This is an optimization exercise on Yosys and OpenROAD, whose aim is small area, a short achievable clock period and few clock cycles per item, not a production implementation. Only simulation tests tie the RTL to the original design; equivalence was not proved.

### design/flow/run.sh
#!/bin/bash
# synth_recipe.tcl (not shown) runs the flow's synth.tcl, then flattens the netlist and writes it again
# the make line also repeats each setting of config.mk as NAME=value (left out here)
make -C /OpenROAD-flow-scripts/flow DESIGN_CONFIG=/design/flow/config.mk WORK_HOME=/design/flow/orfs CLKGATE_MAP_FILE= SYNTH_SCRIPT=/design/flow/synth_recipe.tcl finish
### design/flow/config.mk
export PLATFORM = sky130hd
export DESIGN_NAME = top_sha
export DESIGN_NICKNAME = top_sha
export VERILOG_FILES = /design/flow/design.v
export SDC_FILE = /design/flow/constraint.sdc
export NUM_CORES = 4
export LEC_CHECK = 0
export CAP_MARGIN = 20
export CORE_MARGIN = 2
export CORE_UTILIZATION = 40
export SLEW_MARGIN = 20
### design/flow/constraint.sdc
create_clock -name core_clock -period 8.0 [get_ports {clk}]
set_input_delay 1.6000 -clock core_clock [delete_from_list [all_inputs] [get_ports {clk}]]
set_output_delay 1.6000 -clock core_clock [all_outputs]
set_load 0.01 [all_outputs]
### design/flow/design.v
`timescale 1ns / 1ps
module top_sha(input clk,rst,byte_rdy,byte_stop,input [7:0] data_in,
					output overflow_err,output [255:0] Hash_Digest, output hashing_done
    );
	localparam [31:0] IV0 = 32'h6a09e667, IV1 = 32'hbb67ae85,
	                  IV2 = 32'h3c6ef372, IV3 = 32'ha54ff53a,
	                  IV4 = 32'h510e527f, IV5 = 32'h9b05688c,
	                  IV6 = 32'h1f83d9ab, IV7 = 32'h5be0cd19;
	reg [5:0] len;           
	reg       stp;           
	reg [6:0] lcnt;          
	reg       kst;           
	reg       rv;            
	reg       rlast;         
	reg       done_r;
	reg       ovf_r;
	reg [23:0] abuf;         
	reg [31:0] w0,w1,w2,w3,w4,w5,w6,w7,w8,w9,w10,w11,w12,w13,w14,w15;
	reg [31:0] KW;
	reg [31:0] a,b,c,d,e,f,g,h;
	wire [5:0] len_nx = len + 6'd1;
	wire ld_msg = byte_rdy & (len[1:0] == 2'd3);
	wire ld_pad = stp & ~lcnt[6];
	wire ld     = ld_msg | ld_pad;
	reg [31:0] padw;
	always @(*) begin
		case (len[1:0])
			2'd0: padw = 32'h80000000;
			2'd1: padw = {abuf[7:0], 24'h800000};
			2'd2: padw = {abuf[15:0], 16'h8000};
			default: padw = {abuf[23:0], 8'h80};
		endcase
	end
	wire [31:0] s0w = {w1[6:0],w1[31:7]} ^ {w1[17:0],w1[31:18]} ^ (w1 >> 3);
	wire [31:0] s1w = {w14[16:0],w14[31:17]} ^ {w14[18:0],w14[31:19]} ^ (w14 >> 10);
	wire [31:0] wexp = s1w + w9 + s0w + w0;
	reg [31:0] wnew;
	always @(*) begin
		if (!stp)
			wnew = {abuf, data_in};
		else if (lcnt[6:4] != 3'd0)
			wnew = wexp;
		else if (lcnt[3:0] == len[5:2])
			wnew = padw;
		else if (lcnt[3:0] == 4'd15)
			wnew = {23'd0, len, 3'd0};
		else
			wnew = 32'd0;
	end
	reg [31:0] K;
	always @(*) begin
		case (lcnt[5:0])
			6'd1: K = 32'h428a2f98; 6'd2: K = 32'h71374491; 6'd3: K = 32'hb5c0fbcf; 6'd4: K = 32'he9b5dba5;
			6'd5: K = 32'h3956c25b; 6'd6: K = 32'h59f111f1; 6'd7: K = 32'h923f82a4; 6'd8: K = 32'hab1c5ed5;
			6'd9: K = 32'hd807aa98; 6'd10: K = 32'h12835b01; 6'd11: K = 32'h243185be; 6'd12: K = 32'h550c7dc3;
			6'd13: K = 32'h72be5d74; 6'd14: K = 32'h80deb1fe; 6'd15: K = 32'h9bdc06a7; 6'd16: K = 32'hc19bf174;
			6'd17: K = 32'he49b69c1; 6'd18: K = 32'hefbe4786; 6'd19: K = 32'h0fc19dc6; 6'd20: K = 32'h240ca1cc;
			6'd21: K = 32'h2de92c6f; 6'd22: K = 32'h4a7484aa; 6'd23: K = 32'h5cb0a9dc; 6'd24: K = 32'h76f988da;
			6'd25: K = 32'h983e5152; 6'd26: K = 32'ha831c66d; 6'd27: K = 32'hb00327c8; 6'd28: K = 32'hbf597fc7;
			6'd29: K = 32'hc6e00bf3; 6'd30: K = 32'hd5a79147; 6'd31: K = 32'h06ca6351; 6'd32: K = 32'h14292967;
			6'd33: K = 32'h27b70a85; 6'd34: K = 32'h2e1b2138; 6'd35: K = 32'h4d2c6dfc; 6'd36: K = 32'h53380d13;
			6'd37: K = 32'h650a7354; 6'd38: K = 32'h766a0abb; 6'd39: K = 32'h81c2c92e; 6'd40: K = 32'h92722c85;
			6'd41: K = 32'ha2bfe8a1; 6'd42: K = 32'ha81a664b; 6'd43: K = 32'hc24b8b70; 6'd44: K = 32'hc76c51a3;
			6'd45: K = 32'hd192e819; 6'd46: K = 32'hd6990624; 6'd47: K = 32'hf40e3585; 6'd48: K = 32'h106aa070;
			6'd49: K = 32'h19a4c116; 6'd50: K = 32'h1e376c08; 6'd51: K = 32'h2748774c; 6'd52: K = 32'h34b0bcb5;
			6'd53: K = 32'h391c0cb3; 6'd54: K = 32'h4ed8aa4a; 6'd55: K = 32'h5b9cca4f; 6'd56: K = 32'h682e6ff3;
			6'd57: K = 32'h748f82ee; 6'd58: K = 32'h78a5636f; 6'd59: K = 32'h84c87814; 6'd60: K = 32'h8cc70208;
			6'd61: K = 32'h90befffa; 6'd62: K = 32'ha4506ceb; 6'd63: K = 32'hbef9a3f7; default: K = 32'hc67178f2;
		endcase
	end
	wire [31:0] S0 = {a[1:0],a[31:2]} ^ {a[12:0],a[31:13]} ^ {a[21:0],a[31:22]};
	wire [31:0] S1 = {e[5:0],e[31:6]} ^ {e[10:0],e[31:11]} ^ {e[24:0],e[31:25]};
	wire [31:0] MJ = (a & b) | (c & (a | b));
	wire [31:0] CH = (e & f) | (~e & g);
	wire [31:0] a_nx = S0 + MJ + h + KW + S1 + CH;
	wire [31:0] e_nx = d + S1 + CH + h + KW;
	always @(posedge clk) begin
		if (!rst) begin
			len <= 6'd0;
			stp <= 1'b0;
			lcnt <= 7'd0;
			kst <= 1'b0;
			rv <= 1'b0;
			rlast <= 1'b0;
			done_r <= 1'b0;
			ovf_r <= 1'b0;
		end else begin
			if (byte_rdy) begin
				len <= len_nx;
				abuf <= {abuf[15:0], data_in};
			end
			if (byte_stop) stp <= 1'b1;
			ovf_r <= ((byte_rdy ? len_nx : len) == 6'd55) & ~byte_stop;
			if (ld) lcnt <= lcnt + 7'd1;
			kst <= ld;
			rv <= kst;
			if (kst) begin
				KW <= K + w15;
				rlast <= lcnt[6];
			end
			if (rv & rlast) done_r <= 1'b1;
		end
	end
	always @(posedge clk) begin
		if (ld) begin
			w0 <= w1; w1 <= w2; w2 <= w3; w3 <= w4; w4 <= w5; w5 <= w6; w6 <= w7; w7 <= w8;
			w8 <= w9; w9 <= w10; w10 <= w11; w11 <= w12; w12 <= w13; w13 <= w14; w14 <= w15;
			w15 <= wnew;
		end
	end
	always @(posedge clk) begin
		if (!rst) begin
			a <= IV0; b <= IV1; c <= IV2; d <= IV3;
			e <= IV4; f <= IV5; g <= IV6; h <= IV7;
		end else if (rv) begin
			a <= a_nx; b <= a; c <= b; d <= c;
			e <= e_nx; f <= e; g <= f; h <= g;
		end
	end
	assign Hash_Digest = {a + IV0, b + IV1, c + IV2, d + IV3,
	                      e + IV4, f + IV5, g + IV6, h + IV7};
	assign hashing_done = done_r;
	assign overflow_err = ovf_r;
endmodule
==> run notes, run 1 <==
Crit path depth -> 13
Num ports -> 270
Fillers -> 12200
Unrepaired setup endpoints after global routing -> false
Reg2Reg Depth -> 18
Cells along the critical path -> inv_1 -> ha_1 -> nand2b_1 -> a311o_1 -> a311oi_1 -> o21ai_1 -> a31oi_1 -> nor2_1 -> o21a_1 -> o21a_1 -> nor2_1 -> xor2_1 -> clkdlybuf4s50_1
Met3 Use GR -> 4.20%
Die Width -> 364 microns
Via count -> 36200
Post-synthesis sequential area ratio -> 44.7%
CP bufs+invs -> 2
Cell variety after synth -> 93
R2R Path End -> e[28]
CP required -> 6.40 ns
Slew HR -> 21.8%
GR Util met2 -> 36.2%
Mapped Avg Cell Area -> 10.8 sq um
Fin cells -> 6818
Htree depth -> 3
Global router's overall resource usage -> 23.7%
Syn nets -> 5269
Core Rows -> 132
Final min period -> 6.83 ns
Remaining Overflow, GRT -> 0
Vias in the first global route -> 34600
GRT Max-Usage Layer -> met2
Top_reg_cell synth -> edfxtp_1
Clk Latency, worst-skew pair -> 0.75 ns
Clock-pin slew on the worst setup and hold paths -> 0.06 ns
R2R setup slack -> 1.59 ns
Die height -> 364 microns
Most frequent cells in the layout -> edfxtp_1 (568), inv_1 (537), xnor2_1 (372)
CP max stage delay -> 0.58 ns
Worst path arrival time -> 5.23 ns
Slew @ Worst Pin -> 1.17 ns
Share of cells above drive strength 1 -> 5.20%
#FFs+latches synth -> 875
Initial antenna violation count -> 5
IO Port Bufs -> 269
Core area -> 129000 sq um
Crit-path slowest cell -> clkdlybuf4s50_1
Post-route ant nets -> 0
Top Family by Delay on Critical Path -> compound AO/OA/AOI/OAI gates
Critical Path End Type -> primary output
Syn Inst Count -> 4823
MaxCap Viol Count -> 0
F_max -> 146 MHz
Crit path to -> Hash_Digest[254]
R2r startpoint -> e[27]
Post-CTS Resized -> 0
CP Launch Type -> flop
Fin crit share -> 85.4%
Hold_buf cts -> 0
Hold Vio Cnt, Final -> 0
Post-DP HPWL -> 121 mm
Total CTS buffers -> 97
Layout area overhead -> 14.5%
Crit path launch -> a[1]
Detailed Route WL -> 159 mm
Hold WS -> 0.347 ns
Synth async-reset ratio -> 0%
Starting Density -> 40.2%
First-iteration detailed-routing DRC count -> 3217
Number of clock sinks -> 875
Routability cong. -> 0.949
Die area -> 133000 sq um
Clk root buf -> clkbuf_16
Worst hold path type -> reg -> reg
First drt pass iteration count -> 5
Area after DPL -> 56200 sq um
Critical Path Fanout Max -> 7
Max-slew violations -> 0
Routed length per instance -> 23.3 microns
Met1 Usage GRT -> 34.6%
Fin area -> 59400 sq um
Commonest non-fill, non-tap cell in the layout -> edfxtp_1
Outcome -> no timing/DRC/antenna violations
First-pass GRT wire length -> 232 mm
Critical path type -> reg -> out
Ys Warns -> 1
Fin nets -> 5437
Final setup skew -> 0.0794 ns
Setup Fix Bufs, Post-CTS -> 0
# DRC -> 0
Placed Cells -> 6634
Max clock buf depth -> 3
Final setup TNS -> 0 ns
Post-synth EDFFs -> 568
Dpl ws -> 1.82 ns
Syn Std Cell Area -> 51900 sq um
Largest net degree at the start of global routing -> 203
Average vias per placed instance -> 5.31
Final setup viols -> 0
Worst setup margin -> 1.17 ns
CTS tree -> done
[metal layers]
layer  part of all wire (%)  vias up  wire, microns
met1                     46    18000          73600
met5                  0.030        -             48
met3                    7.1      211          11300
li1                       -    16800              -
met2                     44     1162          70300
met4                    2.5        8           3910
[cell type report]
type                    count  area, sq um  share of cell area [%]
well taps                1742         2180                    3.67
diodes                      2         5.00                 0.00842
clock inverters            64          629                    1.06
flip-flops and latches    875        23200                    39.1
multi-input cells        3150        25700                    43.2
inverters                 542         2030                    3.42
clock buffers             118         2580                    4.34
repair buffers            325         3130                    5.27
[worst reg2reg max path: stages, from the launching register on]
cell,delay (ns)
dfxtp_1,0.69
xnor2_1,0.17
xnor2_1,0.43
fa_1,0.52
fa_1,0.49
inv_1,0.05
fa_1,0.51
inv_1,0.05
ha_1,0.28
a211oi_1,0.23
o21ai_0,0.25
o311ai_0,0.75
a21oi_1,0.30
o21ai_1,0.35
o21ai_0,0.22
or4_1,0.48
a31oi_1,0.23
xor2_1,0.16
o21ai_0,0.08
[metrics by stage]
stage          utilization [%]
6_report                  46.0
3_5_place_dp              43.5
4_1_cts                   46.0
5_1_grt                   46.0
3_3_place_gp              43.5
2_1_floorplan                -
[how the worst min path moves through the flow]
stage | cells past startpoint | startpoint | slack, ns | endpoint
after floorplan | 0 | w11[0] | 0.40 | w10[0]
after CTS | 0 | w13[18] | 0.35 | w12[18]
after global routing | 0 | w12[17] | 0.36 | w11[17]
after global placement | 0 | w5[14] | 0.40 | w4[14]
final | 0 | w13[18] | 0.35 | w12[18]
after detailed placement | 0 | w11[11] | 0.40 | w10[11]
[Yosys cell counts (all sizes together), types with 19 or more instances]
cell    instances  area, sq um
edfxtp        568        17100
inv           541         2030
xnor2         372         3260
nand2         359         1350
dfxtp         307         6150
fa            278         5570
nor2          222          833
a21oi         213         1070
mux2i         211         2110
xor2          206         1800
clkbuf        201          756
o21ai         193          966
ha            156         1950
nor2b         131          820
nand3          81          405
a21o           68          510
nor3           61          305
o211ai         56          425
buf            55          246
a31oi          46          288
o21a           44          330
nand2b         37          231
a211oi         25          193
o21bai         24          184
and3           23          144
and2           19          124
[kinds of logic (layout without fill, tap and decap cells)]
kind of cell | count (synthesis) | count (layout) | share of synthesized area (%)
AND/OR/NAND/NOR | 1030 | 1030 | 9.43
other | 0 | 2 | 0
XOR/XNOR | 578 | 578 | 9.76
multiplexers | 225 | 225 | 4.42
flip-flops | 875 | 875 | 44.7
AO/OA/AOI/OAI | 867 | 867 | 11.0
buffers and inverters | 798 | 1049 | 5.85
adder cells (fa/ha/maj) | 450 | 450 | 14.8
Testbench counts, summed over its fixed seeds: cycles 34,019, items 384.
==> run 2, diff against run 1 <==
--- a/design/flow/design.v
+++ b/design/flow/design.v
@@ -16,3 +16,4 @@
 	reg       ovf_r;
-	reg [23:0] abuf;         
+	reg [31:0] abuf;         
+	reg       wrdy;          
 	reg [31:0] w0,w1,w2,w3,w4,w5,w6,w7,w8,w9,w10,w11,w12,w13,w14,w15;
@@ -21,3 +22,3 @@
 	wire [5:0] len_nx = len + 6'd1;
-	wire ld_msg = byte_rdy & (len[1:0] == 2'd3);
+	wire ld_msg = wrdy;
 	wire ld_pad = stp & ~lcnt[6];
@@ -39,3 +40,3 @@
 		if (!stp)
-			wnew = {abuf, data_in};
+			wnew = abuf;
 		else if (lcnt[6:4] != 3'd0)
@@ -74,4 +75,4 @@
 	wire [31:0] CH = (e & f) | (~e & g);
-	wire [31:0] a_nx = S0 + MJ + h + KW + S1 + CH;
-	wire [31:0] e_nx = d + S1 + CH + h + KW;
+	wire [31:0] a_nx = S0 + MJ + KW + S1 + CH;
+	wire [31:0] e_nx = d + S1 + CH + KW;
 	always @(posedge clk) begin
@@ -86,6 +87,8 @@
 			ovf_r <= 1'b0;
+			wrdy <= 1'b0;
 		end else begin
+			wrdy <= byte_rdy & (len[1:0] == 2'd3);
 			if (byte_rdy) begin
 				len <= len_nx;
-				abuf <= {abuf[15:0], data_in};
+				abuf <= {abuf[23:0], data_in};
 			end
@@ -97,3 +100,3 @@
 			if (kst) begin
-				KW <= K + w15;
+				KW <= K + w15 + (rv ? g : h);
 				rlast <= lcnt[6];
--- a/design/flow/config.mk
+++ b/design/flow/config.mk
@@ -10,2 +10,3 @@
 export CORE_UTILIZATION = 40
+export SETUP_SLACK_MARGIN = 4.0
 export SLEW_MARGIN = 20
==> run notes, run 2 <==
Outcome -> no timing/DRC/antenna violations
Detailed Route WL -> 172 mm
Die Width -> 363 microns
Die area -> 132000 sq um
Max-slew violations -> 0
Vias in the first global route -> 36600
Total CTS buffers -> 95
CP required -> 6.40 ns
First-iteration detailed-routing DRC count -> 4007
WHS Path Cells -> 0
Crit-path slowest cell -> or4_4
Die height -> 363 microns
Mapped Avg Cell Area -> 10.8 sq um
Yosys top cell by area -> edfxtp_1
R2r startpoint -> a[19]
Cell variety after synth -> 104
Crit path to -> Hash_Digest[143]
Worst hold path type -> reg -> reg
Core Rows -> 131
Commonest non-fill, non-tap cell in the layout -> edfxtp_1
Starting Density -> 40.3%
Most instantiated library cell after synthesis -> edfxtp_1
Htree depth -> 3
Clk Latency, worst-skew pair -> 0.71 ns
Via count -> 39000
Most frequent cells in the layout -> edfxtp_1 (576), inv_1 (405), nand2_1 (307)
Syn Inst Count -> 4753
F_max -> 203 MHz
Layout area overhead -> 31.1%
Core area -> 128000 sq um
Fin nets -> 5745
CP max stage delay -> 0.46 ns
Worst setup margin -> 3.07 ns
# DRC -> 0
R2R Path End -> a[27]
Top cells by count, synth -> edfxtp_1 (576), inv_1 (430), xnor2_1 (363), nand2_1 (347), nor2_1 (325)
#FFs+latches synth -> 884
Final min period -> 4.93 ns
Crit path launch -> d[1]
Worst path arrival time -> 3.33 ns
Post-synthesis sequential area ratio -> 45.6%
Syn nets -> 5169
Post-DP HPWL -> 120 mm
Top_reg_cell synth -> edfxtp_1
Average vias per placed instance -> 5.51
Unrepaired setup endpoints after global routing -> true
CP Launch Type -> flop
Yosys top cell area share -> 33.6%
Routability cong. -> 0.936
Slew HR -> 29.5%
Final setup skew -> 0.0574 ns
Synth async-reset ratio -> 0%
Routed length per instance -> 24.3 microns
Clk root buf -> clkbuf_16
Number of clock sinks -> 884
Slew @ Worst Pin -> 1.06 ns
Post-synth EDFFs -> 576
Remaining Overflow, GRT -> 0
Max clock buf depth -> 3
Final setup TNS -> 0 ns
Syn Std Cell Area -> 51500 sq um
Num ports -> 270
Critical path type -> reg -> out
Critical Path End Type -> primary output
Reg2Reg Depth -> 17
Final setup viols -> 0
Fin crit share -> 61.6%
R2R setup slack -> 3.25 ns
Clock-pin slew on the worst setup and hold paths -> 0.06 ns
Dpl ws -> 2.55 ns
Initial antenna violation count -> 12
Synth top area cells -> edfxtp_1 (34%), dfxtp_1 (12%), fa_1 (9.5%)
Fillers -> 10900
Post-route ant nets -> 0
IO Port Bufs -> 269
Cells along the critical path -> ha_4 -> or4_4 -> a31o_4 -> a21oi_4 -> buf_4 -> buf_6 -> buf_6 -> nor2_4 -> buf_4 -> nor4_2 -> xor2_1 -> buf_2
MaxCap Viol Count -> 0
Ys Warns -> 1
Share of cells above drive strength 1 -> 30.1%
Hold Vio Cnt, Final -> 0
Global router's overall resource usage -> 25.0%
Critical Path Fanout Max -> 4
First drt pass iteration count -> 8
CTS tree -> done
First-pass GRT wire length -> 246 mm
Largest net degree at the start of global routing -> 167
-- run 2: final cells by class --
type	instances	area, sq um	area share, %
timing repair buffer	739	6310	9.35
clock buffer	121	2510	3.73
sequential	884	23800	35.2
inverter	436	1680	2.49
tap	1662	2080	3.08
multi-input combinational	3173	30500	45.2
clock inverter	57	629	0.932
antenna	1	2.50	0.00371
-- run 2: metal layers --
metal	part of all wire (%)	wire [microns]	vias up	GRT usage, %
li1	-	-	17600	-
met1	46	78900	19500	38.3
met2	43	73700	1603	35.5
met3	8.0	13800	264	4.04
met4	3.3	5710	2	8.54
met5	0.0052	9	-	0
-- run 2: worst min path at each step --
stage	start	to
2_1_floorplan	w11[0]	w10[0]
3_3_place_gp	w11[13]	w10[13]
3_5_place_dp	w11[15]	w10[15]
4_1_cts	w11[2]	w10[2]
5_1_grt	w4[3]	w3[3]
6_report	w12[14]	w11[14]
-- run 2: timing repair --
item | CTS | global route
pin swaps | 335 | 333
hold buffers | 0 | 0
cloned | 0 | 1
setup buffers | 243 | 176
endpoints found under the setup margin | 404 | 362
gates resized for setup | 1474 | 506
-- run 2: cell families after synthesis --
group	count (synthesis)	synth area share, %
adder cells (fa/ha/maj)	431	13.9
AND/OR/NAND/NOR	1043	9.33
buffers and inverters	696	5.24
XOR/XNOR	576	9.81
AO/OA/AOI/OAI	891	11.5
multiplexers	232	4.62
flip-flops	884	45.6
-- run 2: per-stage QoR --
stage	hold slack, ns	utilization, %	cells	cell area [sq um]
floorplan	0.400	-	4753	52100
global placement	0.400	43.8	6474	56000
detailed placement	0.405	43.8	6474	56000
CTS	0.385	50.1	6895	63900
global route	0.390	52.9	7072	67500
finish	0.396	52.9	7073	67500
-- run 2: critical path, delay by kind of cell, from the launching register on --
kind / cells / cell delay [ns]
AND/OR/NAND/NOR: 3 / 0.72
buffers and inverters: 5 / 0.64
AO/OA/AOI/OAI: 2 / 0.50
flip-flops: 1 / 0.37
XOR/XNOR: 1 / 0.23
adder cells (fa/ha/maj): 1 / 0.16
Testbench counts of run 2, summed over its fixed seeds: cycles 34,019, items 384.
==> run 3, diff against run 2 <==
--- a/design/flow/config.mk
+++ b/design/flow/config.mk
@@ -10,3 +10,3 @@
 export CORE_UTILIZATION = 40
-export SETUP_SLACK_MARGIN = 4.0
+export SETUP_SLACK_MARGIN = 4.6
 export SLEW_MARGIN = 20
==> run notes, run 3 <==
Num ports -> 270
Die area -> 132000 sq um
Slew @ Worst Pin -> 1.01 ns
Syn nets -> 5169
#FFs+latches synth -> 884
Critical path type -> reg -> out
CTS tree -> done
Remaining Overflow, GRT -> 0
Unrepaired setup endpoints after global routing -> true
Largest net degree at the start of global routing -> 179
Die Width -> 363 microns
First drt pass iteration count -> 8
Clk root buf -> clkbuf_16
Detailed Route WL -> 177 mm
Fin nets -> 5838
MaxCap Viol Count -> 0
Top_reg_cell synth -> edfxtp_1
Die height -> 363 microns
Post-synthesis sequential area ratio -> 45.6%
Synth top area cells -> edfxtp_1 (34%), dfxtp_1 (12%), fa_1 (9.5%)
Critical Path End Type -> primary output
Area after DPL -> 56200 sq um
F_max -> 202 MHz
Cell variety after synth -> 104
Post-route ant nets -> 0
Via count -> 40100
Clk Latency, worst-skew pair -> 0.71 ns
Cells along the critical path -> ha_4 -> or4_4 -> a31o_4 -> a21oi_4 -> o211ai_4 -> nand2_2 -> a31oi_4 -> o211a_1 -> o21ai_2 -> xor2_1 -> buf_2
Mapped Avg Cell Area -> 10.8 sq um
Max Used Layer -> met5
Starting Density -> 40.3%
Routability cong. -> 0.927
Average vias per placed instance -> 5.59
Vias in the first global route -> 37500
IO Port Bufs -> 269
Crit-path slowest cell -> or4_4
Commonest non-fill, non-tap cell in the layout -> edfxtp_1
Outcome -> no timing/DRC/antenna violations
Hold Vio Cnt, Final -> 0
Syn Inst Count -> 4753
Post-DP HPWL -> 119 mm
Final setup viols -> 0
Total CTS buffers -> 94
Final min period -> 4.95 ns
CP required -> 6.40 ns
Syn Std Cell Area -> 51500 sq um
Slew HR -> 32.0%
Initial antenna violation count -> 9
Yosys top cell by area -> edfxtp_1
Hold WS -> 0.408 ns
Top cells by count, synth -> edfxtp_1 (576), inv_1 (430), xnor2_1 (363), nand2_1 (347), nor2_1 (325)
Share of cells above drive strength 1 -> 35.4%
Most instantiated library cell after synthesis -> edfxtp_1
Worst hold path type -> reg -> reg
Global router's overall resource usage -> 25.5%
Placed Cells -> 6469
Routed length on met2 -> 76.7 mm
CP Launch Type -> flop
Core Rows -> 131
Ys Warns -> 1
Final setup skew -> 0.0503 ns
Core area -> 128000 sq um
First-pass GRT wire length -> 250 mm
Layout area overhead -> 36.3%
Post-synth EDFFs -> 576
Most frequent cells in the layout -> edfxtp_1 (576), inv_1 (400), buf_4 (294)
Clock-pin slew on the worst setup and hold paths -> 0.06 ns
Number of clock sinks -> 884
Yosys top cell area share -> 33.6%
WL met3 -> 17.7 mm
CP max stage delay -> 0.46 ns
Max-slew violations -> 0
Fin cells -> 7164
Fin area -> 70200 sq um
Fin crit share -> 61.9%
Final setup TNS -> 0 ns
# DRC -> 0
First-iteration detailed-routing DRC count -> 4318
Worst path arrival time -> 3.35 ns
Critical Path Fanout Max -> 5
Max clock buf depth -> 3
Metal-1 WL -> 76.7 mm
Synth async-reset ratio -> 0%
Htree depth -> 3
Routed length per instance -> 24.8 microns
==> run 3: cell families (layout without fill, tap and decap cells) <==
| logic type | count (synthesis) | in the layout | share of synthesized area (%) |
|---|---|---|---|
| muxes | 232 | 232 | 4.62 |
| DFF | 884 | 884 | 45.6 |
| AOI/OAI and AO/OA | 891 | 891 | 11.5 |
| and+or+nand+nor | 1043 | 1047 | 9.33 |
| xor gates and xnor gates | 576 | 576 | 9.81 |
| adders and majority gates | 431 | 431 | 13.9 |
| buffers and inverters | 696 | 1440 | 5.24 |
| other | 0 | 1 | 0 |
==> run 3: layer usage <==
layer  up-vias  track usage [%]
met5         -                0
met4        12             8.09
li1      17800                -
met2      1764             36.7
met1     20200             37.3
met3       347             6.68
==> run 3: area by class of cell <==
type | instances | area (sq um)
inverters | 436 | 1720
clock buffers | 115 | 2500
clock inverters | 60 | 781
well taps | 1662 | 2080
fillers | 10500 | 57500
diodes | 1 | 2.50
repair buffers | 829 | 7430
multi-input cells | 3177 | 31900
flip-flops and latches | 884 | 23800
==> run 3: worst max-delay path: cells and delay by family (launching register included) <==
family / cells / cell delay (ns)
xor+xnor: 1 / 0.19
buf+inv: 1 / 0.17
compound gates: 6 / 1.18
flops: 1 / 0.38
simple gates: 2 / 0.58
fa+ha+maj: 1 / 0.16
==> run 3: final timing paths <==
kind,start,endpoint,slack (ns),cells after the start
setup / recovery,d[2],Hash_Digest[159],3.05,11
hold / removal,w10[22],w9[22],0.41,0
setup reg to reg,a[14],a[31],3.20,20
hold reg to reg,w10[22],w9[22],0.41,0
==> run 3: stage by stage <==
step,util (%),setup slack [ns]
4_1_cts,51.8,3.02
6_report,55.0,3.05
5_1_grt,55.0,2.93
3_3_place_gp,44.0,2.65
2_1_floorplan,-,2.17
3_5_place_dp,44.0,2.60
==> run 3: repair_timing <==
item,CTS,global route
buffers inserted,319,189
setup endpoints to repair,634,446
resized for setup,2028,532
cloned,5,6
hold buffers,0,0
pin swaps,371,348

==> static timing again, ports no longer ideal <==
The flow's constraints put no driver on any port. The routed layouts listed below were extracted and timed again, unchanged, in two steps.
Step 1, drivers: a clkbuf_16 drives clk and a buf_2 each remaining input, both assumed.
Step 2 moves the port delays by t, midway between the first and last clock arrival at a register: inputs arrive t later, outputs are due t later. That takes back most of the time a late clock gives input paths.
Three values: ideal ports, drivers, drivers and shift; two values: the first two.
| run | shift t [ns] | setup WS [ns] | worst hold slack (ns) | slew at the worst register clock pin (ns) | worst data-port slew with drivers (ns) |
|---|---|---|---|---|---|
| run 1 | 0.787 | 1.166 / 1.089 / 1.592 | 0.347 / 0.347 / 0.347 | 0.07 / 0.07 | 0.05 |
| run 2 | 0.762 | 3.071 / 2.998 / 3.254 | 0.396 / 0.396 / 0.396 | 0.07 / 0.07 | 0.12 |
| run 3 | 0.764 | 3.046 / 2.972 / 3.195 | 0.408 / 0.408 / 0.408 | 0.08 / 0.08 | 0.06 |
After both steps every run listed still meets setup and hold.
